Source: an optimization exercise on an open RTL-to-GDS flow (aim: small area). Production flows keep margins and buffers that such runs may drop. Only simulation tests tie the RTL to the original design; equivalence was not proved. Power and IR drop assume default switching activity.

### flow/run.sh
#!/bin/bash
# Own layout flow: the standard ORFS flow (standard.sh), run with a
# private copy of the ORFS scripts in which the ABC mapping script is the
# area-oriented one in flow/abc_area.script, and with the ports buffered
# by the smallest buffer. Clock tree: clkbuf_16 leaf clusters of up to 30
# flip-flops, without dummy loads. All of make's output (every tool) goes to
# flow_make.log here; ORFS keeps each step's log under orfs/logs/.
set -euo pipefail
work=$(pwd)
rm -rf "$work/orfs_scripts"
cp -r "$FLOW_HOME/scripts" "$work/orfs_scripts"
cp "$work/flow/abc_area.script" "$work/orfs_scripts/abc_speed.script"
bash "$work/standard.sh" "SCRIPTS_DIR=$work/orfs_scripts" \
    "BUFFER_PORTS_ARGS=-buffer_cell sky130_fd_sc_hd__buf_1" \
    "CTS_ARGS=-sink_clustering_enable -repair_clock_nets -dont_use_dummy_load -buf_list sky130_fd_sc_hd__clkbuf_16 -sink_clustering_size 30 -sink_clustering_max_diameter 60" \
    finish > "$work/flow_make.log" 2>&1
### flow/abc_area.script
strash
dc2
dch -f
amap
strash
dc2
dch -f
amap
topo
### standard.sh
#!/bin/bash
# synth_recipe.tcl (not shown) runs the flow's synth.tcl, then flattens the netlist and writes it again
# the make line also repeats each setting of config.mk as NAME=value (left out here)
make -C /OpenROAD-flow-scripts/flow DESIGN_CONFIG=/design/flow/config.mk WORK_HOME=/design/flow/orfs CLKGATE_MAP_FILE= SYNTH_SCRIPT=/design/flow/synth_recipe.tcl "${@:-finish}"
### config.mk
export PLATFORM = sky130hd
export DESIGN_NAME = vending_machine
export DESIGN_NICKNAME = vending_machine
export VERILOG_FILES = /design/flow/design.v
export SDC_FILE = /design/flow/constraint.sdc
export NUM_CORES = 4
export LEC_CHECK = 0
export CAP_MARGIN = 20
export CORE_MARGIN = 2
export CORE_UTILIZATION = 70
export PLACE_DENSITY = 0.85
export SLEW_MARGIN = 20
export SYNTH_HIERARCHICAL = 1
### constraint.sdc
create_clock -name core_clock -period 30.0 [get_ports {clk}]
set_input_delay 6.0000 -clock core_clock [delete_from_list [all_inputs] [get_ports {clk}]]
set_output_delay 6.0000 -clock core_clock [all_outputs]
set_load 0.01 [all_outputs]
### design.v
`timescale 1ns/1ps
module vending_machine #(
    parameter int NUM_ITEMS    = 10,
    parameter int MAX_CLIENTS  = 100,
    parameter logic [31:0] ADMIN_PASSWORD = 32'hA5A5_F00D
)(
    input  logic               clk,
    input  logic               rst_n,
    input  logic [31:0]        regs_data_in,
    output logic [31:0]        regs_data_out,
    input  logic               regs_we,
    input  logic [7:0]         regs_addr,
    input  logic               id_valid,
    input  logic [8:0]         client_id,
    input  logic [5:0]         coin_in,
    input  logic [1:0]         currency_type,
    input  logic               coin_insert,
    input  logic [NUM_ITEMS-1:0] item_select,
    input  logic               confirm,
    input  logic               admin_mode,
    input  logic [31:0]        admin_password,
    input  logic               tamper_detect,
    input  logic               jam_detect,
    input  logic               power_loss,
    output logic                 access_error,
    output logic [NUM_ITEMS-1:0] item_out,
    output logic [31:0]          change_out,
    output logic                 no_change,
    output logic [NUM_ITEMS-1:0] item_empty,
    output logic [7:0]           client_points,
    output logic                 alarm
);
    logic        admin_access_granted;
    logic [31:0] r_cfg;             
    logic [7:0]  r_max_clients;
    logic [31:0] r_current_admin_password;
    wire [10:0] r_idle_timeout  = r_cfg[23:13];
    wire [7:0]  r_exchange_rate = r_cfg[31:24];
    always_ff @(posedge clk or negedge rst_n) begin
        if (!rst_n)
            admin_access_granted <= 1'b0;
        else if (admin_mode && admin_password == r_current_admin_password)
            admin_access_granted <= 1'b1;
        else if (!admin_mode)
            admin_access_granted <= 1'b0;
    end
    wire        wr_en    = regs_we && admin_access_granted;
    wire [7:0]  regs_off = regs_addr - 8'h0C;
    wire [3:0]  wr_idx   = regs_off[5:2];
    wire [3:0]  rd_idx   = regs_off[6:3];
    wire [2:0]  rd_field = regs_off[2:0];
    wire        wr_item  = regs_addr >= 8'h0C && regs_addr < 8'h34;
    wire        rd_item  = regs_addr >= 8'h0C && regs_addr < 8'h5C;
    always_ff @(posedge clk or negedge rst_n) begin
        if (!rst_n) begin
            r_cfg                    <= {8'd2, 11'd10, 8'd100, 5'd10};
            r_max_clients            <= 8'd100;
            r_current_admin_password <= ADMIN_PASSWORD;
        end else if (wr_en) begin
            if (regs_addr == 8'h00) r_cfg <= regs_data_in;
            if (regs_addr == 8'h04) r_max_clients <= regs_data_in[7:0];
            if (regs_addr == 8'h08 && |regs_data_in[31:8])
                r_current_admin_password <= regs_data_in;
        end
    end
    logic [7:0] item_price [10];
    logic [7:0] item_count [10];
    logic [7:0] item_disc  [10];
    logic [9:0] item_written;
    wire        item_we = wr_en && wr_item;
    always_ff @(posedge clk) begin
        if (item_we) begin
            item_price[wr_idx] <= regs_data_in[7:0];
            item_count[wr_idx] <= regs_data_in[15:8];
            item_disc[wr_idx]  <= regs_data_in[23:16];
        end
    end
    always_ff @(posedge clk or negedge rst_n) begin
        if (!rst_n)       item_written <= '0;
        else if (item_we) item_written[wr_idx] <= 1'b1;
    end
    wire        rf_price = rd_field == 3'd0;
    wire        rf_count = rd_field == 3'd4;
    wire        rf_disc  = rd_field == 3'd6;
    logic [9:0] rs_pw, rs_cw, rs_dw;     
    logic [7:0] rd_const;                
    always_comb begin
        rd_const = 8'd0;
        for (int i = 0; i < 10; i++) begin
            rs_pw[i] = rd_idx == 4'(i) && rf_price && item_written[i];
            rs_cw[i] = rd_idx == 4'(i) && rf_count && item_written[i];
            rs_dw[i] = rd_idx == 4'(i) && rf_disc  && item_written[i];
            if (rd_idx == 4'(i) && !item_written[i])
                rd_const = rd_const | ({8{rf_price}} & 8'((i+1)*10)) | ({8{rf_count}} & 8'd5);
        end
    end
    logic [7:0] item_rd;
    for (genvar b = 0; b < 8; b++) begin : g_ird
        wire [9:0] t;
        wire [2:0] u;
        for (genvar i = 0; i < 10; i++) begin : g_t
            vm_aoi222 u_a (.a(rs_pw[i]), .b(item_price[i][b]), .c(rs_cw[i]), .d(item_count[i][b]),
                           .e(rs_dw[i]), .f(item_disc[i][b]), .y(t[i]));
        end
        vm_nand4 u_n0 (.a(t[0]), .b(t[1]), .c(t[2]), .d(t[3]), .y(u[0]));
        vm_nand4 u_n1 (.a(t[4]), .b(t[5]), .c(t[6]), .d(t[7]), .y(u[1]));
        vm_nand2 u_n2 (.a(t[8]), .b(t[9]), .y(u[2]));
        vm_or4   u_o  (.a(u[0]), .b(u[1]), .c(u[2]), .d(rd_const[b]), .y(item_rd[b]));
    end
    always_comb begin
        regs_data_out = 32'h0;
        if (!admin_access_granted)
            regs_data_out = 32'hDEAD_BEEF;
        else if (regs_addr == 8'h00)
            regs_data_out = r_cfg;
        else if (regs_addr == 8'h04)
            regs_data_out = {24'h0, r_max_clients};
        else if (regs_addr == 8'h08)
            regs_data_out = r_current_admin_password;
        else if (rd_item) begin
            regs_data_out[7:0] = item_rd;
        end
    end
    always_ff @(posedge clk or negedge rst_n) begin
        if (!rst_n)
            access_error <= 1'b0;
        else
            access_error <= regs_we && (!admin_access_granted ||
                            (regs_addr == 8'h08 && regs_data_in[31:8] == 24'h0));
    end
    always_ff @(posedge clk or negedge rst_n) begin
        if (!rst_n) alarm <= 1'b0;
        else if (tamper_detect | jam_detect | power_loss) alarm <= 1'b1;
    end
    logic [3:0] sel_code;
    always_comb begin
        sel_code = 4'd15;
        if (item_select != '0) sel_code = 4'd14;
        if ($countones(item_select) == 1)
            for (int i = 0; i < 10; i++)
                if (item_select[i]) sel_code = 4'(i);
    end
    logic       r_id_ok;           
    logic [7:0] r_client_id;
    logic [5:0] r_coin_in;
    logic [1:0] r_currency_type;
    logic       r_coin_insert;
    logic [3:0] r_sel;
    logic       r_confirm;
    always_ff @(posedge clk or negedge rst_n) begin
        if (!rst_n) begin
            r_id_ok <= 1'b0;
            r_client_id <= '0;
            r_coin_in <= '0;
            r_currency_type <= '0;
            r_coin_insert <= 1'b0;
            r_sel <= 4'd15;
            r_confirm <= 1'b0;
        end else begin
            r_id_ok <= id_valid && !client_id[8];
            r_client_id <= client_id[7:0];
            r_coin_in <= coin_in;
            r_currency_type <= currency_type;
            r_coin_insert <= coin_insert;
            r_sel <= sel_code;
            r_confirm <= confirm;
        end
    end
    wire r_sel_valid = r_sel < 4'd10;
    wire r_sel_nz    = r_sel != 4'd15;
    localparam logic [2:0] S_IDLE    = 3'd0,
                           S_IDLE_C  = 3'd1,    
                           S_ACCEPT  = 3'd2,
                           S_WAIT    = 3'd3,
                           S_DISP    = 3'd4,
                           S_GIVE    = 3'd5,
                           S_GIVE_D  = 3'd6,    
                           S_ERROR   = 3'd7;
    logic [2:0]  state, next_state;
    logic        stay;
    logic [31:0] balance;
    logic [31:0] idle_timer;
    logic [3:0]  d_idx;           
    logic [6:0]  cur_id;          
    logic        cur_nodisc;      
    wire is_idle   = (state == S_IDLE) || (state == S_IDLE_C);
    wire timed_out = idle_timer >= {21'h0, r_idle_timeout};
    wire id_load   = is_idle && r_id_ok && (r_client_id < r_max_clients);
    wire [3:0] p_idx   = (state == S_DISP) ? d_idx : r_sel;
    logic [9:0] ps_w;        
    logic [7:0] p_const;     
    logic       p_empty;
    always_comb begin
        p_const = 8'd0;
        p_empty = 1'b0;
        for (int i = 0; i < 10; i++) begin
            ps_w[i] = p_idx == 4'(i) && item_written[i];
            if (ps_w[i] && item_count[i] == 8'd0) p_empty = 1'b1;
            if (p_idx == 4'(i) && !item_written[i]) p_const = p_const | 8'((i+1)*10);
        end
    end
    logic [7:0] p_base;
    for (genvar b = 0; b < 8; b++) begin : g_pb
        wire [3:0] t;
        wire       u;
        vm_aoi222 u_a0 (.a(ps_w[0]), .b(item_price[0][b]), .c(ps_w[1]), .d(item_price[1][b]),
                        .e(ps_w[2]), .f(item_price[2][b]), .y(t[0]));
        vm_aoi222 u_a1 (.a(ps_w[3]), .b(item_price[3][b]), .c(ps_w[4]), .d(item_price[4][b]),
                        .e(ps_w[5]), .f(item_price[5][b]), .y(t[1]));
        vm_aoi222 u_a2 (.a(ps_w[6]), .b(item_price[6][b]), .c(ps_w[7]), .d(item_price[7][b]),
                        .e(ps_w[8]), .f(item_price[8][b]), .y(t[2]));
        vm_nand2  u_a3 (.a(ps_w[9]), .b(item_price[9][b]), .y(t[3]));
        vm_nand4  u_n  (.a(t[0]), .b(t[1]), .c(t[2]), .d(t[3]), .y(u));
        vm_or2    u_o  (.a(u), .b(p_const[b]), .y(p_base[b]));
    end
    logic [1:0] cur_k;
    always_comb begin
        cur_k = 2'd0;
        if (!cur_nodisc && cur_id < 7'd100)
            cur_k = 2'(cur_id % 7'd3) + 2'(cur_id % 7'd10 == 7'd0);
    end
    logic [4:0] bq;
    logic [3:0] br;
    always_comb begin
        br = 4'd0;
        for (int i = 7; i >= 0; i--) begin
            logic [4:0] t;
            t = {br, p_base[i]};
            if (i <= 4) bq[i] = t >= 5'd10;
            br = (t >= 5'd10) ? 4'(t - 5'd10) : t[3:0];
        end
    end
    logic [1:0] kc;
    always_comb begin
        case (cur_k)
            2'd1:    kc = (br != 4'd0) ? 2'd1 : 2'd0;
            2'd2:    kc = (br == 4'd0) ? 2'd0 : (br <= 4'd5) ? 2'd1 : 2'd2;
            2'd3:    kc = (br == 4'd0) ? 2'd0 : (br <= 4'd3) ? 2'd1 : (br <= 4'd6) ? 2'd2 : 2'd3;
            default: kc = 2'd0;
        endcase
    end
    wire [6:0] kq = (cur_k[0] ? {2'b0, bq} : 7'd0) + (cur_k[1] ? {1'b0, bq, 1'b0} : 7'd0);
    wire [7:0] price = p_base - 8'(kq) - 8'(kc);
    logic [2:0] pr;
    logic [3:0] p_points;
    always_comb begin
        pr = 3'd0;
        for (int i = 7; i >= 2; i--) begin
            logic [3:0] t;
            t = {pr, price[i]};
            if (i <= 5) p_points[i-2] = t >= 4'd5;
            pr = (t >= 4'd5) ? 3'(t - 4'd5) : t[2:0];
        end
    end
    wire [13:0] coin_ar = r_coin_in * r_exchange_rate;
    logic [14:0] coin_val;
    always_comb begin
        case (r_currency_type)
            2'd1:    coin_val = {1'b0, coin_ar};
            2'd2:    coin_val = {1'b0, coin_ar} + {2'b0, coin_ar[13:1]};
            default: coin_val = {9'd0, r_coin_in};
        endcase
    end
    wire        adding   = (state == S_ACCEPT);
    wire [31:0] add_b    = adding ? {17'd0, coin_val} : ~{24'd0, price};
    wire [32:0] add_res  = {1'b0, balance} + {1'b0, add_b} + {32'd0, !adding};
    wire        enough   = add_res[32];       
    always_comb begin
        next_state = state;
        stay = 1'b0;
        case (state)
            S_IDLE, S_IDLE_C: begin
                stay = !r_coin_insert;
                next_state = r_coin_insert ? S_ACCEPT : S_IDLE;
            end
            S_ACCEPT: begin
                stay = 1'b1;
                if (r_coin_insert) ;
                else if (r_sel_nz) begin next_state = S_WAIT; stay = 1'b0; end
                else if (timed_out) begin next_state = S_GIVE; stay = 1'b0; end
            end
            S_WAIT: begin
                stay = 1'b1;
                if (r_confirm) begin
                    stay = 1'b0;
                    if (!r_sel_valid || p_empty) next_state = S_ERROR;
                    else if (enough) next_state = S_DISP;
                    else if (timed_out) next_state = S_GIVE;
                    else stay = 1'b1;
                end
            end
            S_DISP:   next_state = S_GIVE_D;
            S_GIVE, S_GIVE_D: next_state = S_IDLE_C;
            S_ERROR: begin
                stay = !timed_out;
                if (timed_out) next_state = S_IDLE;
            end
            default: ;
        endcase
    end
    always_ff @(posedge clk or negedge rst_n) begin
        if (!rst_n) state <= S_IDLE;
        else        state <= next_state;
    end
    always_ff @(posedge clk or negedge rst_n) begin
        if (!rst_n) begin
            balance    <= '0;
            idle_timer <= '0;
            d_idx      <= '0;
            item_empty <= '0;
        end else begin
            if (id_load || !stay) idle_timer <= '0;
            else                  idle_timer <= idle_timer + 32'd1;
            if ((adding && r_coin_insert) || state == S_DISP)
                balance <= add_res[31:0];
            else if (state == S_IDLE_C)
                balance <= '0;
            if (state == S_WAIT) d_idx <= r_sel;
            if (state == S_DISP && p_empty)
                item_empty[d_idx] <= 1'b1;
        end
    end
    assign change_out = (state == S_IDLE_C) ? balance : 32'd0;
    assign no_change  = (state == S_IDLE_C) && (balance == 32'd0);
    always_comb begin
        item_out = '0;
        if (state == S_GIVE_D) item_out[d_idx] = 1'b1;
    end
    wire       cur_valid = cur_id < 7'd100;
    wire [8:0] pts_sum   = {1'b0, client_points} + {5'd0, p_points};
    wire [7:0] pts_new   = pts_sum[8] ? 8'hFF : pts_sum[7:0];
    wire       pts_we    = (state == S_DISP) && cur_valid && ({1'b0, cur_id} < r_max_clients);
    wire [7:0] pts_rd;
    vm_client_db u_db (.clk(clk), .rst_n(rst_n), .id(cur_id), .we(pts_we), .wdata(pts_new), .rdata(pts_rd));
    always_ff @(posedge clk or negedge rst_n) begin
        if (!rst_n) begin
            cur_id <= '0;
            cur_nodisc <= 1'b1;
            client_points <= '0;
        end else begin
            if (id_load) cur_nodisc <= 1'b0;
            if (id_load)
                cur_id <= (r_client_id < 8'd100) ? r_client_id[6:0] : 7'd127;
            client_points <= pts_rd;
        end
    end
endmodule
module vm_client_db (
    input  logic       clk,
    input  logic       rst_n,
    input  logic [6:0] id,
    input  logic       we,
    input  logic [7:0] wdata,
    output logic [7:0] rdata
);
    logic [7:0] ring [100];
    logic [6:0] off, ppos, pend_id;
    logic [7:0] pend_data;
    logic       pend_valid;
    logic [2:0] init_cnt;        
    wire        init = init_cnt != 3'd5;
    wire [7:0] rsum  = {1'b0, id} + {1'b0, off};
    wire [6:0] rpos  = (rsum >= 8'd100) ? 7'(rsum - 8'd100) : rsum[6:0];
    wire [6:0] rpos1 = (rpos == 7'd99) ? 7'd0 : rpos + 7'd1;
    wire       flush = pend_valid && (ppos % 7'd5 == 7'd4);
    logic [7:0] port_data [4];
    always_comb begin
        for (int c = 0; c < 4; c++)
            port_data[c] = init ? 8'(5*c + 19 - init_cnt) % 8'd20 : pend_data;
    end
    always_ff @(posedge clk) begin
        for (int i = 0; i < 100; i++) begin
            if (i % 5 == 0 && (init || (flush && ppos == 7'((i + 99) % 100))))
                ring[i] <= port_data[(i / 5) % 4];
            else
                ring[i] <= ring[(i + 99) % 100];
        end
    end
    always_ff @(posedge clk or negedge rst_n) begin
        if (!rst_n) begin
            off <= '0;
            init_cnt <= '0;
            ppos <= '0;
            pend_id <= '0;
            pend_data <= '0;
            pend_valid <= 1'b0;
        end else begin
            off <= (off == 7'd99) ? 7'd0 : off + 7'd1;
            if (init) init_cnt <= init_cnt + 3'd1;
            if (we) begin
                pend_valid <= 1'b1;
                pend_data  <= wdata;
                pend_id    <= id;
                ppos       <= rpos1;
            end else begin
                if (flush) pend_valid <= 1'b0;
                ppos <= (ppos == 7'd99) ? 7'd0 : ppos + 7'd1;
            end
        end
    end
    logic [7:0]  rd_ao;
    logic [7:0]  hi_n;
    logic [15:0] lo_n;
    always_comb begin
        hi_n = '1;
        hi_n[rpos[6:4]] = 1'b0;
        lo_n = '1;
        lo_n[rpos[3:0]] = 1'b0;
    end
    wire [99:0] sel;
    for (genvar p = 0; p < 100; p++) begin : g_sel
        vm_nor2 u_s (.a(hi_n[p/16]), .b(lo_n[p%16]), .y(sel[p]));
    end
    for (genvar b = 0; b < 8; b++) begin : g_bit
        wire [33:0] t;       
        wire [7:0]  u;       
        wire [1:0]  v;
        wire        w;
        for (genvar k = 0; k < 33; k++) begin : g_t
            vm_aoi222 u_a (.a(sel[3*k]),   .b(ring[3*k][b]),
                           .c(sel[3*k+1]), .d(ring[3*k+1][b]),
                           .e(sel[3*k+2]), .f(ring[3*k+2][b]), .y(t[k]));
        end
        vm_nand2 u_t33 (.a(sel[99]), .b(ring[99][b]), .y(t[33]));
        for (genvar k = 0; k < 8; k++) begin : g_u
            vm_nand4 u_n (.a(t[4*k]), .b(t[4*k+1]), .c(t[4*k+2]), .d(t[4*k+3]), .y(u[k]));
        end
        vm_and2 u_w  (.a(t[32]), .b(t[33]), .y(w));
        vm_nor4 u_v0 (.a(u[0]), .b(u[1]), .c(u[2]), .d(u[3]), .y(v[0]));
        vm_nor4 u_v1 (.a(u[4]), .b(u[5]), .c(u[6]), .d(u[7]), .y(v[1]));
        vm_nand3 u_o (.a(v[0]), .b(v[1]), .c(w), .y(rd_ao[b]));
    end
    always_comb begin
        if (pend_valid && pend_id == id) rdata = pend_data;
        else if (id >= 7'd100)           rdata = 8'd0;
        else if (init)                   rdata = 8'(id % 7'd20);
        else                             rdata = rd_ao;
    end
endmodule
module vm_nor2 (input logic a, input logic b, output logic y);
    assign y = ~(a | b);
endmodule
module vm_nand2 (input logic a, input logic b, output logic y);
    assign y = ~(a & b);
endmodule
module vm_and2 (input logic a, input logic b, output logic y);
    assign y = a & b;
endmodule
module vm_nand3 (input logic a, input logic b, input logic c, output logic y);
    assign y = ~(a & b & c);
endmodule
module vm_nand4 (input logic a, input logic b, input logic c, input logic d, output logic y);
    assign y = ~(a & b & c & d);
endmodule
module vm_nor4 (input logic a, input logic b, input logic c, input logic d, output logic y);
    assign y = ~(a | b | c | d);
endmodule
module vm_aoi222 (input logic a, input logic b, input logic c, input logic d,
                  input logic e, input logic f, output logic y);
    assign y = ~((a & b) | (c & d) | (e & f));
endmodule
module vm_or2 (input logic a, input logic b, output logic y);
    assign y = a | b;
endmodule
module vm_or4 (input logic a, input logic b, input logic c, input logic d, output logic y);
    assign y = a | b | c | d;
endmodule
==> results.sh, run 1 <==
export IMPL_detailed_place_hpwl_um=110000
export IMPL_yosysWarnings=10
export IMPL_crit_path_max_incr_delay_ps=740
export IMPL_synthCells=4472
export IMPL_vdd_drop_max_mv=0.0916
export IMPL_fp_dieH_um=268
export IMPL_setup_ws_ps=11850
export IMPL_clk_path_buf_depth=3
export IMPL_start_util=0.710
export IMPL_hold_slack_ps=297
export IMPL_io_buffers=203
export IMPL_path_class="register to register"
export IMPL_dp_cells=5661
export IMPL_leakagePower_nw=19.6
export IMPL_crit_fanout=32
export IMPL_path_buf_inv=14
export IMPL_layout_cells_non_filler=5737
export IMPL_p_int_mw=2.45
export IMPL_p_seq_frac=0.514
export IMPL_fp_dieW_um=268
export IMPL_postLayoutCoreUtil=0.770
export IMPL_outcome="finished clean"
export IMPL_vias_per_cell=6.99
export IMPL_gr_total_overflow=0
export IMPL_syn_area_mm2=0.0489
export IMPL_drc_errors=0
export IMPL_drtIter0Drc=7574
export IMPL_rrSetupSlack_ps=11850
export IMPL_r2r_start="state[2]"
export IMPL_avgSynthCellArea_um2=10.9
export IMPL_cap_violations=0
export IMPL_rows=96
export IMPL_synth_seq_area_share=0.597
export IMPL_synth_flop_cell="dfxtp_1"
export IMPL_setup_viol=0
export IMPL_cp_start_kind="register"
export IMPL_worstPathRequired_ps=30490
export IMPL_cts_tree="yes"
export IMPL_fin_skew_ps=87.6
export IMPL_clk_pin_slew_ps=100
export IMPL_ctsHtreeMaxLevel=3
export IMPL_insertion_delay_ps=660
export IMPL_timing_final_crit_share=0.605
export IMPL_p_sw_mw=0.974
export IMPL_ios=204
export IMPL_ys_async_sr_fraction=0.186
export IMPL_die_area_mm2=0.0720
export IMPL_cts_resized=0
export IMPL_cp_num_cells=101
export IMPL_cts_sinks=1278
export IMPL_vias=40100
export IMPL_hp_class="register to register"
export IMPL_worstSetupEndpoint="idle_timer[19]"
export IMPL_worst_pin_slew_ps=1250
export IMPL_period_minus_slack_ps=18150
export IMPL_post_cts_buffers=0
export IMPL_reg2reg_depth=101
export IMPL_cp_slowest_cell="or3_2"
export IMPL_wire_per_inst_um=26.8
export IMPL_powerDensity_mw_per_mm2=64.5
export IMPL_grt_pass1_vias=37700
export IMPL_n_fill_cell=4571
export IMPL_cp_common_cell="nor2_1"
export IMPL_rsz0062_at_grt="false"
export IMPL_numCtsBuffers=66
export IMPL_detail_route_antenna_nets=0
export IMPL_slew_headroom=0.165
export IMPL_cpLargestDelayFamily="compound AO/OA/AOI/OAI gates"
export IMPL_cp_arrival_ps=18640
export IMPL_grtUsageTotal=0.423
export IMPL_drive_gt1_frac=0.0367
export IMPL_nets=5132
export IMPL_cp_end_kind="register"
export IMPL_finalHoldViolCount=0
export IMPL_dpl_worst_slack_ps=12040
export IMPL_clock_root_buffer="clkbuf_16"
export IMPL_ctsHoldBuffers=0
export IMPL_grt_max_degree=78
export IMPL_synth_edf_count=240
export IMPL_comb_power_share=0.220
export IMPL_sw_frac_of_total=0.285
export IMPL_clock_power_share=0.267
export IMPL_core_mm2=0.0689
export IMPL_finalWeightedCongestion=1.10
export IMPL_synth_seq_cells=1278
export IMPL_r2r_end="idle_timer[19]"
export IMPL_antenna_found_initial=7
export IMPL_area_growth_pct=8.51
export IMPL_totalWireLength_um=153000
export IMPL_grt_pass1_wl_um=227000
export IMPL_crit_start="state[2]"
export IMPL_firstDrtPassIters=22
export IMPL_final_setup_tns_ps=0
export IMPL_fmax_ghz=0.0551
export IMPL_yosys_cell_types_count=55
export IMPL_report_final_slew_viol_count=0
[per-module statistics from Yosys, one instance, submodules excluded]
module / times used / area (µm²)
vm_nor4: 16 / 6.26
vm_nor2: 100 / 3.75
vm_and2: 8 / 6.26
vm_client_db: 1 / 20700
vending_machine: 1 / 23200
vm_aoi222: 368 / 10.0
vm_nand4: 88 / 6.26
vm_or2: 8 / 6.26
vm_nand2: 24 / 3.75
vm_nand3: 8 / 5.00
vm_or4: 8 / 7.51
[Yosys cell counts, types with 30 or more instances]
cell / n / area share
nor2_1: 523 / 0.040
nand2_1: 350 / 0.027
dfrtp_1: 207 / 0.11
o21a_1: 83 / 0.013
a221oi_1: 30 / 0.0054
o32ai_1: 36 / 0.0064
ha_1: 179 / 0.046
nand4_1: 121 / 0.015
or3_1: 32 / 0.0041
a21oi_1: 83 / 0.0085
o22ai_1: 128 / 0.016
a222oi_1: 369 / 0.075
nand3_1: 47 / 0.0048
dfxtp_1: 800 / 0.33
fa_1: 43 / 0.018
o21ai_0: 268 / 0.027
nor4_1: 51 / 0.0065
nor3_1: 107 / 0.011
clkinv_1: 460 / 0.035
or2_0: 50 / 0.0064
edfxtp_1: 240 / 0.15
dfstp_2: 31 / 0.017
[worst min-delay path by stage]
stage | startpoint | endpoint | slack, ps | cells after the start
after floorplan | u_db.ring[11][0] | u_db.ring[12][0] | 330 | 0
after detailed placement | u_db.ring[63][4] | u_db.ring[64][4] | 330 | 0
after global routing | u_db.ring[50][7] | u_db.ring[51][7] | 300 | 0
after CTS | u_db.ring[50][5] | u_db.ring[51][5] | 290 | 0
after global placement | u_db.ring[55][1] | u_db.ring[56][1] | 330 | 0
final | u_db.ring[50][5] | u_db.ring[51][5] | 300 | 0
[through the flow]
| step | total power [mW] | area, µm² |
|---|---|---|
| after floorplan | 2.36 | 48900 |
| after global placement | 2.51 | 51300 |
| after detailed placement | 2.53 | 51300 |
| after CTS | 3.41 | 53000 |
| after global routing | 3.58 | 53100 |
| final | 3.42 | 53100 |
[metal layers]
metal  global-route usage  share of wire  up-vias
li1                     -              -    17600
met1                0.580           0.38    19000
met2                0.624           0.43     2860
met3                0.114           0.13      628
met4                0.213          0.061        2
met5                    0       0.000046        -
[area by class of cell]
type / instances / area [µm²] / area share
clock buffer: 66 / 1650 / 0.0311
multi-input combinational: 2736 / 18100 / 0.341
tap: 931 / 1160 / 0.0219
timing repair buffer: 259 / 1210 / 0.0229
sequential: 1278 / 29200 / 0.550
antenna: 7 / 17.5 / 0.000330
inverter: 460 / 1730 / 0.0325
[registers in the layout, summed over array words and instances (netlist names), 8 cells and up]
register and count:
r_client_id 8, item_written 10, item_price 80, balance 32
u_db.ring 800, r_max_clients 8, item_empty 10, item_count 80
r_current_admin_password 32, r_cfg 32, item_disc 80, idle_timer 32
u_db.pend_data 8, client_points 8
[worst reg2reg max path: cells and delay by family, from the launching register on]
kind / cells / cell delay [ps]
AO/OA/AOI/OAI: 39 / 7640
adder cells (fa/ha/maj): 10 / 2840
buffers and inverters: 14 / 1910
flip-flops: 1 / 440
AND/OR/NAND/NOR: 38 / 5230
[cell families (layout without fill, tap and decap cells)]
kind of cell | Yosys count | in the layout | share of synthesized area
other cells | 1 | 10 | 0.0000767
compound gates | 1171 | 1171 | 0.181
flops | 1278 | 1278 | 0.597
buf+inv | 460 | 785 | 0.0353
simple gates | 1340 | 1340 | 0.123
fa+ha+maj | 222 | 222 | 0.0634
[placed cells by master (no fill, tap or decap), types with 14 or more instances in the layout]
cell       instances
a211oi_1          21
a21oi_1           83
a221oi_1          30
a222oi_1         369
a22oi_1           15
a31oi_1           21
and2_0            15
buf_1            201
buf_4             53
clkbuf_16         66
clkinv_1         460
dfrtp_1          207
dfstp_2           31
dfxtp_1          800
edfxtp_1         240
fa_1              43
ha_1             179
nand2_1          349
nand3_1           47
nand4_1          121
nor2_1           514
nor2b_1           14
nor3_1           105
nor4_1            48
o21a_1            83
o21ai_0          265
o21bai_1          14
o221ai_1          25
o22ai_1          128
o32ai_1           36
or2_0             50
or3_1             31
or4_1             14
[power groups by stage]
| stage | clock, mW | sequential, mW | combinational (mW) |
|---|---|---|---|
| after global routing | 0.967 | 1.76 | 0.851 |
| final | 0.912 | 1.76 | 0.752 |
| after floorplan | 0 | 1.80 | 0.562 |
| after CTS | 0.910 | 1.76 | 0.742 |
| after global placement | 0 | 1.80 | 0.710 |
| after detailed placement | 0 | 1.80 | 0.734 |
==> inputs of run 2 (changes only) <==
--- a/config.mk
+++ b/config.mk
@@ -8,6 +8,5 @@
 export CAP_MARGIN = 20
 export CORE_MARGIN = 2
-export CORE_UTILIZATION = 70
-export PLACE_DENSITY = 0.85
+export CORE_UTILIZATION = 40
 export SLEW_MARGIN = 20
 export SYNTH_HIERARCHICAL = 1
==> results.sh, run 2 <==
export IMPL_outcome="finished clean"
export IMPL_wire_per_inst_um=24.2
export IMPL_cts_sinks=1278
export IMPL_cp_slowest_cell="or3_2"
export IMPL_setup_viol=0
export IMPL_ios=204
export IMPL_fp_dieW_um=354
export IMPL_fin_skew_ps=154
export IMPL_largest_register_ffs=800
export IMPL_synth_top_area_share=0.327
export IMPL_cts_resized=0
export IMPL_p_int_mw=2.63
export IMPL_clock_root_buffer="clkbuf_16"
export IMPL_report_final_slew_viol_count=0
export IMPL_detailed_place_hpwl_um=115000
export IMPL_ctsHoldBuffers=0
export IMPL_antenna_found_initial=14
export IMPL_rsz0062_at_grt="false"
export IMPL_ys_async_sr_fraction=0.186
export IMPL_clk_pin_slew_ps=80
export IMPL_synth_edf_count=240
export IMPL_vias_per_cell=5.92
export IMPL_die_area_mm2=0.125
export IMPL_synth_seq_area_share=0.597
export IMPL_avgSynthCellArea_um2=10.9
export IMPL_crit_path_max_incr_delay_ps=740
export IMPL_n_fill_cell=11400
export IMPL_io_buffers=203
export IMPL_powerDensity_mw_per_mm2=67.0
export IMPL_yosys_cell_types_count=55
export IMPL_finalWeightedCongestion=0.957
export IMPL_syn_area_mm2=0.0489
export IMPL_drtIter0Drc=5547
export IMPL_period_minus_slack_ps=18180
export IMPL_yosysTopAreaCell="dfxtp_1"
export IMPL_grt_max_degree=69
export IMPL_synth_seq_cells=1278
export IMPL_ctsHtreeMaxLevel=3
export IMPL_finalHoldViolCount=0
export IMPL_worstPathRequired_ps=30550
export IMPL_vias=38300
export IMPL_crit_fanout=32
export IMPL_leakagePower_nw=20.1
export IMPL_yosysWarnings=10
export IMPL_rows=128
export IMPL_grt_pass1_wl_um=233000
export IMPL_grtUsageTotal=0.245
export IMPL_cp_arrival_ps=18730
export IMPL_cp_end_kind="register"
export IMPL_numCtsBuffers=99
export IMPL_drive_gt1_frac=0.0454
export IMPL_synthCells=4472
export IMPL_grt_pass1_vias=36700
export IMPL_path_class="register to register"
export IMPL_cp_start_kind="register"
export IMPL_gr_total_overflow=0
export IMPL_core_mm2=0.122
export IMPL_drc_errors=0
export IMPL_fp_dieH_um=354
export IMPL_detail_route_antenna_nets=0
export IMPL_cts_tree="yes"
export IMPL_timing_final_crit_share=0.606
export IMPL_synth_area_top_cells="dfxtp_1 33%, edfxtp_1 15%, dfrtp_1 11%"
export IMPL_clock_power_share=0.315
export IMPL_p_sw_mw=1.04
export IMPL_sw_frac_of_total=0.284
export IMPL_post_cts_buffers=0
export IMPL_largest_register="u_db.ring"
export IMPL_slew_headroom=0.226
export IMPL_final_setup_tns_ps=0
export IMPL_synthMostInstantiatedCell="dfxtp_1"
export IMPL_layout_common_cells="800 x dfxtp_1, 512 x nor2_1, 460 x clkinv_1"
export IMPL_clk_path_buf_depth=3
export IMPL_start_util=0.402
export IMPL_hp_class="register to register"
export IMPL_synthTopCellsByCount="800 x dfxtp_1, 523 x nor2_1, 460 x clkinv_1, 369 x a222oi_1, 350 x nand2_1"
export IMPL_firstDrtPassIters=13
export IMPL_synth_flop_cell="dfxtp_1"
export IMPL_worst_pin_slew_ps=1160
export IMPL_totalWireLength_um=156000
export IMPL_fmax_ghz=0.0550
export IMPL_comb_power_share=0.206
export IMPL_p_seq_frac=0.479
export IMPL_hold_slack_ps=250
export IMPL_nets=5175
export IMPL_insertion_delay_ps=780
export IMPL_area_growth_pct=12.1
export IMPL_cap_violations=0
export IMPL_cp_common_cell="nor2_1"
export IMPL_final_common_cell="dfxtp_1"
export IMPL_vdd_drop_max_mv=0.0823
## run 2: cell counts after synthesis
Identical to the previous run, type by type.
## run 2: Yosys stat by module, one instance, submodules excluded, a selection
module | copies in the design | flip-flops and latches | cell area (µm²) | cells
vending_machine | 1 | 445 | 23200 | 2251
vm_and2 | 8 | 0 | 6.26 | 1
vm_aoi222 | 368 | 0 | 10.0 | 1
vm_client_db | 1 | 833 | 20700 | 1593
vm_nand2 | 24 | 0 | 3.75 | 1
vm_nand3 | 8 | 0 | 5.00 | 1
vm_nand4 | 88 | 0 | 6.26 | 1
vm_nor2 | 100 | 0 | 3.75 | 1
vm_nor4 | 16 | 0 | 6.26 | 1
vm_or4 | 8 | 0 | 7.51 | 1
## run 2: cells by family (layout without fill, tap and decap cells)
family	Yosys count	after routing	share of synthesized area
adders and majority gates	222	222	0.0634
and+or+nand+nor	1340	1340	0.123
other	1	6	0.0000767
buffers and inverters	460	828	0.0353
DFF	1278	1278	0.597
AOI/OAI and AO/OA	1171	1171	0.181
## run 2: path summary, 6_finish.rpt
check / slack, ps / from / end / cells past startpoint
setup / recovery: 11820 / state[2] / idle_timer[19] / 101
hold / removal: 250 / u_db.ring[55][7] / u_db.ring[56][7] / 0
setup reg to reg: 11820 / state[2] / idle_timer[19] / 101
hold reg to reg: 250 / u_db.ring[55][7] / u_db.ring[56][7] / 0
max in group asynchronous: 22320 / rst_n / client_points[5] / 3
min in group asynchronous: 5410 / rst_n / r_current_admin_password[27] / 1
## run 2: worst max-delay path, delay by kind of cell (launching register included)
kind / cells / cell delay (ps)
flip-flops: 1 / 440
AND/OR/NAND/NOR: 38 / 5280
adder cells (fa/ha/maj): 10 / 2860
buffers and inverters: 14 / 2000
AO/OA/AOI/OAI: 39 / 7490
## run 2: power by group through the flow
stage / Combinational (mW) / Sequential (mW) / Clock (mW)
global route: 0.864 / 1.76 / 1.24
CTS: 0.758 / 1.76 / 1.18
detailed placement: 0.752 / 1.80 / 0
finish: 0.758 / 1.76 / 1.15
global placement: 0.741 / 1.80 / 0
floorplan: 0.562 / 1.80 / 0
## run 2: final cells by class
class / count / area (µm²) / share of cell area
diodes: 3 / 7.51 / 0.000137
clock buffers: 99 / 2480 / 0.0452
well taps: 1625 / 2030 / 0.0371
inverters: 460 / 1730 / 0.0315
repair buffers: 269 / 1290 / 0.0235
multi-input cells: 2736 / 18100 / 0.330
flip-flops and latches: 1278 / 29200 / 0.533
## run 2: per-layer routing
layer | up-vias | global-route usage | wire length (µm)
li1 | 17600 | - | -
met1 | 18700 | 0.354 | 69700
met2 | 1667 | 0.373 | 68300
met3 | 264 | 0.0436 | 13400
met4 | 4 | 0.0728 | 4960
met5 | - | 0 | 27
## run 2: metrics by stage
step                 util  cell area [µm²]  cells  total power, mW  setup slack [ps]
floorplan               -            48900   4474             2.36             14820
global placement    0.430            52300   6366             2.54             12350
detailed placement  0.430            52300   6367             2.55             11940
CTS                 0.451            54800   6466             3.69             11870
global route        0.451            54800   6469             3.86              9940
finish              0.451            54800   6470             3.67             11820
==> inputs of run 3 (changes only) <==
--- a/design.v
+++ b/design.v
@@ -135,9 +135,15 @@
     logic [3:0] sel_code;
     always_comb begin
-        sel_code = 4'd15;
-        if (item_select != '0) sel_code = 4'd14;
-        if ($countones(item_select) == 1)
-            for (int i = 0; i < 10; i++)
-                if (item_select[i]) sel_code = 4'(i);
+        logic seen, multi;
+        logic [3:0] enc;
+        seen  = 1'b0;
+        multi = 1'b0;
+        enc   = 4'd0;
+        for (int i = 0; i < 10; i++) begin
+            multi = multi | (item_select[i] & seen);
+            seen  = seen | item_select[i];
+            enc   = enc | ({4{item_select[i]}} & 4'(i));
+        end
+        sel_code = multi ? 4'd14 : (!seen ? 4'd15 : enc);
     end
     logic       r_id_ok;           
@@ -214,9 +220,14 @@
         vm_or2    u_o  (.a(u), .b(p_const[b]), .y(p_base[b]));
     end
+    function automatic logic [1:0] k_of_id(input logic [6:0] id);
+        k_of_id = 2'd0;
+        for (int i = 0; i < 100; i++)
+            if (id == 7'(i)) k_of_id = 2'(i % 3) + 2'(i % 10 == 0);
+    endfunction
     logic [1:0] cur_k;
     always_comb begin
         cur_k = 2'd0;
         if (!cur_nodisc && cur_id < 7'd100)
-            cur_k = 2'(cur_id % 7'd3) + 2'(cur_id % 7'd10 == 7'd0);
+            cur_k = k_of_id(cur_id);
     end
     logic [4:0] bq;
@@ -363,9 +374,15 @@
     wire [6:0] rpos  = (rsum >= 8'd100) ? 7'(rsum - 8'd100) : rsum[6:0];
     wire [6:0] rpos1 = (rpos == 7'd99) ? 7'd0 : rpos + 7'd1;
-    wire       flush = pend_valid && (ppos % 7'd5 == 7'd4);
+    logic      ppos_port;    
+    always_comb begin
+        ppos_port = 1'b0;
+        for (int i = 4; i < 100; i += 5)
+            if (ppos == 7'(i)) ppos_port = 1'b1;
+    end
+    wire       flush = pend_valid && ppos_port;
     logic [7:0] port_data [4];
     always_comb begin
         for (int c = 0; c < 4; c++)
-            port_data[c] = init ? 8'(5*c + 19 - init_cnt) % 8'd20 : pend_data;
+            port_data[c] = init ? 8'((c == 0 ? 19 : 5*c - 1) - init_cnt) : pend_data;
     end
     always_ff @(posedge clk) begin
@@ -431,8 +448,14 @@
         vm_nand3 u_o (.a(v[0]), .b(v[1]), .c(w), .y(rd_ao[b]));
     end
+    logic [7:0] id_mod20;
+    always_comb begin
+        id_mod20 = 8'd0;
+        for (int i = 0; i < 100; i++)
+            if (id == 7'(i)) id_mod20 = 8'(i % 20);
+    end
     always_comb begin
         if (pend_valid && pend_id == id) rdata = pend_data;
         else if (id >= 7'd100)           rdata = 8'd0;
-        else if (init)                   rdata = 8'(id % 7'd20);
+        else if (init)                   rdata = id_mod20;
         else                             rdata = rd_ao;
     end
--- a/config.mk
+++ b/config.mk
@@ -8,5 +8,6 @@
 export CAP_MARGIN = 20
 export CORE_MARGIN = 2
-export CORE_UTILIZATION = 40
+export CORE_UTILIZATION = 70
+export PLACE_DENSITY = 0.85
 export SLEW_MARGIN = 20
 export SYNTH_HIERARCHICAL = 1
==> results.sh, run 3 <==
export IMPL_outcome="finished clean"
export IMPL_synthTopCellsByCount="800 x dfxtp_1, 556 x nor2_1, 437 x clkinv_1, 370 x a222oi_1, 279 x nand2_1"
export IMPL_cts_sinks=1278
export IMPL_wire_per_inst_um=27.3
export IMPL_fmax_ghz=0.0551
export IMPL_hp_class="register to register"
export IMPL_synth_flop_cell="dfxtp_1"
export IMPL_clock_power_share=0.310
export IMPL_clk_path_buf_depth=3
export IMPL_r2r_start="state[2]"
export IMPL_ctsHtreeMaxLevel=3
export IMPL_finalHoldViolCount=0
export IMPL_totalWireLength_um=153000
export IMPL_fin_skew_ps=101
export IMPL_powerDensity_mw_per_mm2=56.7
export IMPL_cap_violations=0
export IMPL_cts_tree="yes"
export IMPL_cp_arrival_ps=18640
export IMPL_synth_area_top_cells="dfxtp_1 33%, edfxtp_1 15%, dfrtp_1 11%"
export IMPL_post_cts_buffers=0
export IMPL_synthCells=4370
export IMPL_final_setup_tns_ps=0
export IMPL_hold_path_startpoint="u_db.ring[37][6]"
export IMPL_hold_path_cell_count=0
export IMPL_sw_frac_of_total=0.238
export IMPL_cp_common_cell="nor2_1"
export IMPL_synth_seq_area_share=0.604
export IMPL_nets=5014
export IMPL_drtIter0Drc=7417
export IMPL_crit_path_max_incr_delay_ps=610
export IMPL_setup_viol=0
export IMPL_path_class="register to register"
export IMPL_worst_pin_slew_ps=1310
export IMPL_leakagePower_nw=19.2
export IMPL_vias_per_cell=7.12
export IMPL_ios=204
export IMPL_synth_seq_cells=1278
export IMPL_layout_common_cells="800 x dfxtp_1, 547 x nor2_1, 437 x clkinv_1"
export IMPL_io_buffers=203
export IMPL_rows=96
export IMPL_rsz0062_at_grt="false"
export IMPL_largest_register_ffs=800
export IMPL_worstPathRequired_ps=30510
export IMPL_firstDrtPassIters=14
export IMPL_vias=39800
export IMPL_numCtsBuffers=67
export IMPL_reg2reg_depth=98
export IMPL_yosys_cell_types_count=55
export IMPL_ctsHoldBuffers=0
export IMPL_drc_errors=0
export IMPL_total_power_mw=2.98
export IMPL_p_seq_frac=0.589
export IMPL_yosysTopAreaCell="dfxtp_1"
export IMPL_crit_fanout=32
export IMPL_timing_final_crit_share=0.605
export IMPL_area_growth_pct=8.57
export IMPL_synthMostInstantiatedCell="dfxtp_1"
export IMPL_cts_resized=0
export IMPL_grt_pass1_vias=37400
export IMPL_clock_root_buffer="clkbuf_16"
export IMPL_drive_gt1_frac=0.0387
export IMPL_detail_route_antenna_nets=0
export IMPL_cp_start_kind="register"
export IMPL_avgSynthCellArea_um2=11.1
export IMPL_final_common_cell="dfxtp_1"
export IMPL_crit_start="state[2]"
export IMPL_clk_pin_slew_ps=100
export IMPL_syn_area_mm2=0.0484
export IMPL_fp_dieW_um=267
export IMPL_largest_register="u_db.ring"
export IMPL_grt_max_degree=76
export IMPL_report_final_slew_viol_count=0
export IMPL_period_minus_slack_ps=18140
export IMPL_gr_total_overflow=0
export IMPL_detailed_place_hpwl_um=110000
export IMPL_cp_slowest_cell="nor3_1"
export IMPL_finalWeightedCongestion=1.08
export IMPL_core_mm2=0.0685
export IMPL_slew_headroom=0.126
export IMPL_synth_edf_count=240
export IMPL_start_util=0.707
export IMPL_comb_power_share=0.102
export IMPL_antenna_found_initial=7
export IMPL_ys_async_sr_fraction=0.186
export IMPL_yosysWarnings=10
export IMPL_grtUsageTotal=0.423
export IMPL_p_int_mw=2.27
export IMPL_p_sw_mw=0.709
export IMPL_die_area_mm2=0.0712
export IMPL_grt_pass1_wl_um=225000
export IMPL_synth_top_area_share=0.331
export IMPL_cp_end_kind="register"
export IMPL_insertion_delay_ps=670
export IMPL_vdd_drop_max_mv=0.0605
export IMPL_fp_dieH_um=267
## run 3: cell count changes after synthesis, moves of 10 or more
cell      delta
o21a_1      -12
ha_1        -19
nor2_1      +33
a21oi_1     +21
o21ai_0     -86
nand2b_1    +10
o22a_1      +30
nand3_1     +13
nand2_1     -71
clkinv_1    -23
a22o_1      +10
## run 3: critical path, delay by kind of cell (launching register included)
family / cells / cell delay, ps
flops: 1 / 440
compound gates: 33 / 6730
fa+ha+maj: 7 / 2180
buf+inv: 11 / 1950
simple gates: 47 / 6740
## run 3: power groups by stage
stage | clock [mW] | sequential, mW | combinational (mW)
final | 0.923 | 1.75 | 0.303
after detailed placement | 0 | 1.79 | 0.296
after global routing | 0.976 | 1.75 | 0.341
after global placement | 0 | 1.79 | 0.286
after CTS | 0.917 | 1.75 | 0.299
after floorplan | 0 | 1.79 | 0.219
## run 3: Yosys stat by module, one instance, submodules excluded
module / cell area, µm² / cells
vm_or4: 7.51 / 1
vm_nand2: 3.75 / 1
vm_nor4: 6.26 / 1
vm_nor2: 3.75 / 1
vending_machine: 22800 / 2214
vm_nand4: 6.26 / 1
vm_and2: 6.26 / 1
vm_client_db: 20600 / 1528
vm_aoi222: 10.0 / 1
vm_nand3: 5.00 / 1
vm_or2: 6.26 / 1
## run 3: cells by family after synthesis
logic type,count (synthesis),share of synthesized area
AO/OA/AOI/OAI,1131,0.181
flip-flops,1278,0.604
AND/OR/NAND/NOR,1326,0.125
other,1,0.0000775
adder cells (fa/ha/maj),197,0.0567
buffers and inverters,437,0.0339
## run 3: worst paths after layout
kind                                     to  slack, ps
min                        u_db.ring[38][6]        310
max in group asynchronous    idle_timer[19]      22450
min reg2reg                u_db.ring[38][6]        310
max reg2reg                  idle_timer[16]      11860
min in group asynchronous        balance[1]       5360
max                          idle_timer[16]      11860
## run 3: area by class of cell
| cell class | instances | area [µm²] |
|---|---|---|
| Fill cell | 4502 | 15900 |
| Clock buffer | 67 | 1680 |
| Inverter | 437 | 1640 |
| Sequential cell | 1278 | 29200 |
| Tap cell | 882 | 1100 |
| Timing Repair Buffer | 267 | 1270 |
| Multi-Input combinational cell | 2657 | 17600 |
| Antenna cell | 7 | 17.5 |
## run 3: per-stage QoR
stage	utilization	setup slack, ps	instance area (µm²)	hold WS [ps]	cells
floorplan	-	14490	48400	330	4372
global placement	0.742	12640	50800	331	5518
detailed placement	0.742	12110	50800	335	5519
CTS	0.766	12050	52500	301	5586
global route	0.767	9930	52500	303	5588
finish	0.767	11860	52500	306	5595
## run 3: metal layers
layer / part of all wire / GRT usage / wire length, µm
met1: 0.37 / 0.564 / 56300
met2: 0.42 / 0.614 / 63800
met3: 0.15 / 0.148 / 23100
met4: 0.062 / 0.217 / 9430
met5: 0.00029 / 0 / 45
==> inputs of run 4 (changes only) <==
--- a/config.mk
+++ b/config.mk
@@ -8,6 +8,6 @@
 export CAP_MARGIN = 20
 export CORE_MARGIN = 2
-export CORE_UTILIZATION = 70
-export PLACE_DENSITY = 0.85
+export CORE_UTILIZATION = 60
+export PLACE_DENSITY = 0.75
 export SLEW_MARGIN = 20
 export SYNTH_HIERARCHICAL = 1
==> results.sh, run 4 <==
export IMPL_fin_skew_ps=77.8
export IMPL_setup_viol=0
export IMPL_clk_path_buf_depth=3
export IMPL_fp_dieW_um=288
export IMPL_synth_seq_cells=1278
export IMPL_largest_register="u_db.ring"
export IMPL_drtIter0Drc=6059
export IMPL_final_common_cell="dfxtp_1"
export IMPL_path_class="register to register"
export IMPL_antenna_found_initial=9
export IMPL_largest_register_ffs=800
export IMPL_vias_per_cell=6.69
export IMPL_cp_arrival_ps=18700
export IMPL_period_minus_slack_ps=18150
export IMPL_vias=38700
export IMPL_synth_top_area_share=0.331
export IMPL_grt_pass1_wl_um=223000
export IMPL_grt_pass1_vias=35600
export IMPL_layout_common_cells="800 x dfxtp_1, 547 x nor2_1, 437 x clkinv_1"
export IMPL_slew_headroom=0.186
export IMPL_detailed_place_hpwl_um=111000
export IMPL_synthCells=4370
export IMPL_numCtsBuffers=77
export IMPL_core_mm2=0.0802
export IMPL_n_fill_cell=6251
export IMPL_powerDensity_mw_per_mm2=57.4
export IMPL_finalWeightedCongestion=1.05
export IMPL_clock_root_buffer="clkbuf_16"
export IMPL_ctsHtreeMaxLevel=3
export IMPL_worst_pin_slew_ps=1220
export IMPL_cts_tree="yes"
export IMPL_yosys_cell_types_count=55
export IMPL_gr_total_overflow=0
export IMPL_fp_dieH_um=288
export IMPL_leakagePower_nw=19.3
export IMPL_firstDrtPassIters=15
export IMPL_start_util=0.603
export IMPL_crit_path_max_incr_delay_ps=660
export IMPL_grt_max_degree=78
export IMPL_area_growth_pct=9.73
export IMPL_io_buffers=203
export IMPL_hold_slack_ps=300
export IMPL_yosysWarnings=10
export IMPL_total_power_mw=3.05
export IMPL_synthTopCellsByCount="800 x dfxtp_1, 556 x nor2_1, 437 x clkinv_1, 370 x a222oi_1, 279 x nand2_1"
export IMPL_grtUsageTotal=0.361
export IMPL_cts_resized=0
export IMPL_cp_slowest_cell="nor3_1"
export IMPL_wire_per_inst_um=26.3
export IMPL_syn_area_mm2=0.0484
export IMPL_clk_pin_slew_ps=110
export IMPL_outcome="finished clean"
export IMPL_cp_common_cell="nor2_1"
export IMPL_nets=5030
export IMPL_seqCellArea_mm2=0.0292
export IMPL_insertion_delay_ps=660
export IMPL_post_cts_buffers=0
export IMPL_cp_end_kind="register"
export IMPL_avgSynthCellArea_um2=11.1
export IMPL_ios=204
export IMPL_detail_route_antenna_nets=0
export IMPL_ctsHoldBuffers=0
export IMPL_synth_edf_count=240
export IMPL_cp_start_kind="register"
export IMPL_yosysTopAreaCell="dfxtp_1"
export IMPL_vdd_drop_max_mv=0.0579
export IMPL_fmax_ghz=0.0551
export IMPL_worstPathRequired_ps=30550
export IMPL_die_area_mm2=0.0829
export IMPL_synth_seq_area_share=0.604
export IMPL_drive_gt1_frac=0.0434
export IMPL_final_setup_tns_ps=0
export IMPL_cts_sinks=1278
export IMPL_report_final_slew_viol_count=0
export IMPL_synth_area_top_cells="dfxtp_1 33%, edfxtp_1 15%, dfrtp_1 11%"
export IMPL_timing_final_crit_share=0.605
export IMPL_synth_flop_cell="dfxtp_1"
export IMPL_crit_fanout=32
export IMPL_totalWireLength_um=152000
export IMPL_synthMostInstantiatedCell="dfxtp_1"
export IMPL_ys_async_sr_fraction=0.186
export IMPL_finalHoldViolCount=0
export IMPL_rows=104
export IMPL_cap_violations=0
export IMPL_hp_class="register to register"
export IMPL_drc_errors=0
export IMPL_rsz0062_at_grt="false"
export IMPL_multi_input_area_mm2=0.0176
-- run 4: cell counts after synthesis --
Identical to the previous run, type by type.
-- run 4: through the flow --
step                area (µm²)   util  cells  worst slack, ps
finish                   53100  0.662   5785            11850
detailed placement       51100  0.638   5704            12070
CTS                      53000  0.662   5781            12030
global route             53100  0.662   5782             9450
global placement         51100  0.637   5702            12470
floorplan                48400      -   4372            14490
-- run 4: critical path, delay by kind of cell (launching register included) --
family,cells,cell delay (ps)
compound gates,33,6480
fa+ha+maj,9,2560
buf+inv,11,1790
flops,1,450
simple gates,47,6720
-- run 4: layout make-up --
| cell class | instances | share of cell area |
|---|---|---|
| sequential | 1278 | 0.550 |
| timing repair buffer | 273 | 0.0249 |
| antenna | 3 | 0.000141 |
| clock buffer | 77 | 0.0363 |
| multi-input combinational | 2657 | 0.332 |
| inverter | 437 | 0.0309 |
| tap | 1060 | 0.0250 |
-- run 4: routing by layer --
metal,global-route usage,vias up,wire [µm]
li1,-,17300,-
met1,0.518,18600,62700
met2,0.516,2347,63400
met3,0.111,373,19900
met4,0.129,8,6300
met5,0.00465,-,95
-- run 4: final timing paths --
path	slack, ps	depth (start not counted)	startpoint	end
worst min-delay path	300	0	u_db.ring[6][6]	u_db.ring[7][6]
min in group asynchronous	5410	1	rst_n	balance[17]
worst min register to register	300	0	u_db.ring[6][6]	u_db.ring[7][6]
worst max-delay path	11850	100	state[2]	idle_timer[16]
worst max register to register	11850	100	state[2]	idle_timer[16]
max in group asynchronous	21900	5	rst_n	r_current_admin_password[15]
-- run 4: per-module statistics from Yosys, one instance, submodules excluded --
module / cells inside / area [µm²] / copies in the design
vm_nand4: 1 / 6.26 / 88
vm_client_db: 1528 / 20600 / 1
vending_machine: 2214 / 22800 / 1
vm_nor2: 1 / 3.75 / 100
vm_aoi222: 1 / 10.0 / 368
vm_or2: 1 / 6.26 / 8
vm_nor4: 1 / 6.26 / 16
vm_nand2: 1 / 3.75 / 24
vm_and2: 1 / 6.26 / 8
vm_nand3: 1 / 5.00 / 8
vm_or4: 1 / 7.51 / 8
-- run 4: logic make-up after synthesis --
logic type,Yosys count,synth area share
AO/OA/AOI/OAI,1131,0.181
other,1,0.0000775
flip-flops,1278,0.604
AND/OR/NAND/NOR,1326,0.125
buffers and inverters,437,0.0339
adder cells (fa/ha/maj),197,0.0567
-- run 4: power breakdown --
group	switching (mW)	total (mW)	internal (mW)
registers	0.00268	1.75	1.75
logic	0.180	0.300	0.120
clock network	0.537	0.992	0.456

==> port drivers added, routing unchanged <==
No port has a modelled driver above. Below, the same layouts with a new extraction and two added sets of constraints. Step 1 sets driving cells, clkbuf_16 on the clock port and buf_2 on the other inputs (assumed; they add their load-dependent delay and slew). Step 2, shift: input delay + t, output delay - t, t = (earliest + latest rising clock arrival at the registers) / 2. This alone moves slack from input paths to output paths. Three values: ideal, step 1, step 2; two values: the first two.
run	t, ns	setup WS [ns]	slew at the worst register clock pin (ns)
run 1	0.686	11.853 / 11.853 / 11.853	0.11 / 0.11
run 2	0.783	11.820 / 11.820 / 11.820	0.11 / 0.11
run 3	0.684	11.863 / 11.863 / 11.863	0.11 / 0.11
run 4	0.698	11.848 / 11.848 / 11.848	0.11 / 0.11
After both steps every run listed still meets setup and hold.
